Background: an optimization exercise with open tools, aiming at small area. Do not read the settings as production practice. Where RTL was checked, it was by simulation tests only, not by an equivalence proof against the original. Power is estimated from default activity; no workload was simulated.

== job 101 ==
// pixel_source
module pixel_source (
	clk,
	reset,
	vsync,
	hsync,
	active,
	rgb,
	ovl,
	led0
	);
Settings: LEC_CHECK=0, CAP_MARGIN=20, CORE_MARGIN=2, CORE_UTILIZATION=40, SLEW_MARGIN=20; clock period 5.0 ns.
run.sh (not shown) runs the stock make flow with config.mk's settings and CLKGATE_MAP_FILE= SYNTH_SCRIPT=/design/flow/synth_recipe.tcl, a recipe that flattens the netlist after the stock synthesis.
Input-level comparison between job 102 and job 101:
diff --git a/flow/design.v b/flow/design.v
--- a/flow/design.v
+++ b/flow/design.v
@@ -88,69 +88,62 @@
 	led0
 	);
 	input wire clk;
 	input wire reset;
 	input wire vsync, hsync, active;
 	output wire [95:0] rgb;
 	output wire [3:0] ovl;
 	output wire led0;
-	reg a1, a2, a3, h1, h2, v1, v2;
+	reg a1, a2, a3, h1, h2, v1, v2, r1;
 	always @(posedge clk) begin
 		a1 <= active;
 		a2 <= a1;
 		a3 <= a2;
 		h1 <= hsync;
 		h2 <= h1;
 		v1 <= vsync;
 		v2 <= v1;
+		r1 <= reset;
 	end
 	reg [10:0] y2;
 	wire inc_m1 = a3 & ~a2;
 	wire inc_0  = a2 & ~a1;
 	wire [11:0] yp;
 	prefix_and #( 11 ) i_yp( .x( y2 ), .p( yp ) );
 	wire [10:0] ym1 = v2 ? 11'd0 : y2 ^ ( { 11{ inc_m1 } } & yp[10:0] );
 	wire [10:0] y0  = v1 ? 11'd0 :
 	                  v2 ? { 10'd0, inc_0 } : y2 ^ ( { 11{ inc_m1 | inc_0 } } & yp[10:0] );
 	always @(posedge clk) y2 <= ym1;
 	reg [8:0] px2;
 	wire [9:0] pxp;
 	prefix_and #( 9 ) i_pxp( .x( px2 ), .p( pxp ) );
 	always @(posedge clk)
 		px2 <= h2 ? 9'd0 : px2 ^ ( { 9{ a2 & a3 } } & pxp[8:0] );
 	test_pattern4 i_test_pat( .act( a3 ), .xl( px2 ), .y( y2 ), .rgb( rgb ) );
-	reg [10:0] x;
+	reg [10:0] x1;
 	wire [11:0] xp;
-	prefix_and #( 11 ) i_xp( .x( x ), .p( xp ) );
-	always @(posedge clk)
-		x <= hsync ? 11'd0 : x ^ ( { 11{ active } } & xp[10:0] );
-	reg del_x0;
-	always @(posedge clk) del_x0 <= x[0];
-	reg [31:0] clk_count;
+	prefix_and #( 11 ) i_xp( .x( x1 ), .p( xp ) );
+	wire [10:0] x0 = h1 ? 11'd0 : x1 ^ ( { 11{ a1 } } & xp[10:0] );
+	always @(posedge clk) x1 <= x0;
+	reg [31:0] cc1;
 	wire [32:0] ct;
-	prefix_and #( 32 ) i_ccp( .x( clk_count ), .p( ct ) );
-	always @(posedge clk)
-		clk_count <= ~{ 32{ reset } } & ( clk_count ^ ct[31:0] );
+	prefix_and #( 32 ) i_ccp( .x( cc1 ), .p( ct ) );
+	wire [31:0] cc0 = ~{ 32{ r1 } } & ( cc1 ^ ct[31:0] );
+	always @(posedge clk) cc1 <= cc0;
 	reg [31:0] frame_count;
 	wire [32:0] ft;
 	prefix_and #( 32 ) i_fcp( .x( frame_count ), .p( ft ) );
 	always @(posedge clk)
 		frame_count <= ~{ 32{ reset } } & ( frame_count ^ ( { 32{ vsync } } & ft[31:0] ) );
 	reg [7:0] commit_rom [63:0];
 	initial $readmemb("commit.mem", commit_rom );
-	wire window = ( y0[10:4] == 7'd50 ) && ( x[10:4] == 7'd1 );
-	wire [5:0] raddr = window ? { x[3:1], y0[3:1] } : { clk_count[29:27], 3'b111 };
-	wire [7:0] rom_q = commit_rom[ raddr ];
-	reg [4:0] rdata;
-	reg del_window;
-	always @(posedge clk) begin
-		rdata <= rom_q[4:0];
-		del_window <= window;
-	end
+	wire win_m1 = ( ym1[10:4] == 7'd50 ) && ( x1[10:4] == 7'd1 );
+	wire [5:0] raddr = win_m1 ? { x1[3:1], ym1[3:1] } : { cc1[29:27], 3'b111 };
+	wire [7:0] rdata = commit_rom[ raddr ];
 	function [4:0] font;
 		input [3:0] d;
 		input [2:0] r;
 		begin
 			case ( { d, r } )
 			7'h00: font = 5'b01110;
 			7'h01: font = 5'b10001;
 			7'h02: font = 5'b10011;
@@ -278,32 +271,32 @@
 			7'h7c: font = 5'b10000;
 			7'h7d: font = 5'b10000;
 			7'h7e: font = 5'b10000;
 			7'h7f: font = 5'b00000;
 			default: font = 5'b00000;
 			endcase
 		end
 	endfunction
-	wire [7:0] cx = x[8:1];
+	wire [7:0] cx = x0[8:1];
 	wire [6:0] cy = y0[10:4];
 	wire hexwin = ( cx >= 8'd90 ) && ( cx <= 8'd97 ) && ( cy == 7'd4 || cy == 7'd6 );
-	wire [31:0] num = ( cy[1] ) ? clk_count : frame_count;
+	wire [31:0] num = ( cy[1] ) ? cc0 : frame_count;
 	wire [2:0] nsel = 3'd1 - cx[2:0];
 	wire [3:0] digit = num[ nsel*4 +: 4 ];
 	wire [4:0] hglyph = font( digit, ym1[3:1] );
 	wire [4:0] hg = hexwin ? hglyph : 5'd0;
-	wire cwin = del_window && ( y0[3:1] != 3'b111 );
-	wire [4:0] cg = cwin ? rdata : 5'd0;
+	wire cwin = win_m1 && ( y0[3:1] != 3'b111 );
+	wire [4:0] cg = cwin ? rdata[4:0] : 5'd0;
 	reg [3:0] oreg;
 	always @(posedge clk)
-		oreg <= del_x0 ? ( { cg[1], cg[0], cg[0], 1'b0 } | { hg[4], hg[4], hg[3], hg[2] } )
-		               : ( { cg[4], cg[4], cg[3], cg[2] } | { hg[1], hg[0], hg[0], 1'b0 } );
+		oreg <= x1[0] ? ( { cg[1], cg[0], cg[0], 1'b0 } | { hg[4], hg[4], hg[3], hg[2] } )
+		              : ( { cg[4], cg[4], cg[3], cg[2] } | { hg[1], hg[0], hg[0], 1'b0 } );
 	assign ovl = oreg;
-	wire [29:0] bcnt = clk_count[29:0];
+	wire [29:0] bcnt = cc0[29:0];
 	assign led0 = ( bcnt[29:27] == 3'd7 ) ? 1'b0 :
 	              ( bcnt[24:22] == 3'd0 ) ? 1'b1 :
 	              ( bcnt[24:22] == 3'd2 ) ? 1'b1 :
 	              ( bcnt[24:22] != 3'd1 ) ? 1'b0 :
 	              ( bcnt[26:25] == 2'd0 ) ? rdata[3] :
 	              ( bcnt[26:25] == 2'd1 ) ? rdata[2] :
 	              ( bcnt[26:25] == 2'd2 ) ? rdata[1] :
 	                                        rdata[0] ;
Notes after the runs:
Higher clock period minus worst slack among job 102 and job 101: job 102. For count of flip-flops and latches, dividing the value from job 101 by the value from job 102 gives 1.06. Total detailed-routing wirelength (higher): job 102. On worst hold slack, job 102 does better than job 101. Taking job 101 as the reference point, the synthesized cell count of job 102 rises by 20. Met3 usage in global routing in job 102 vs job 101: down 0.71 points. Taking job 101 as the reference point, the clock power share of job 102 falls by 15 points. Critical path depth in cells was lower in the run labelled job 101. Diff job 102 and job 101: slew of the pin with the lowest slew margin higher in job 102. Job 102 gives less number of H-tree levels than job 101 did. Job 101 and job 102 ended up with roughly the same clock skew. Across job 102 and job 101, the outcome is the same: a clean finish for every run. The origin of the worst setup path comes out y2[10]$_SDFF_PP0_ in one run and a2$_DFF_P_ in the other, namely in job 101 and job 102 respectively. Job 102 improves on job 101 in internal power.
For job 102, only the layout was checked, not whether the RTL still works.

[re-timing with driven ports]
No port has a modelled driver above. Below, the same layouts with a new extraction and two added sets of constraints. Step 1 (the two cells are an assumption about what drives the block):
set clk [get_ports {clk}]
set_driving_cell -lib_cell sky130_fd_sc_hd__clkbuf_16 $clk
set_driving_cell -lib_cell sky130_fd_sc_hd__buf_2 [delete_from_list [all_inputs] $clk]
Step 2 also shifts input and output timing later by t, the mid clock arrival at the registers, as if the neighbouring blocks saw the same clock. Slacks: ideal / step 1 / step 2; pairs: ideal / step 1.
run	t, ns	setup slack, ns	slew at the worst register clock pin (ns)	worst data-port slew with drivers (ns)	pins driven straight from the clock port
job 101	0.454	0.325 / 0.280 / 0.734	0.06 / 0.06	0.03	1
job 102	0.407	0.069 / 0.022 / 0.323	0.09 / 0.09	0.03	1
After both steps setup and hold are still met in every run listed.
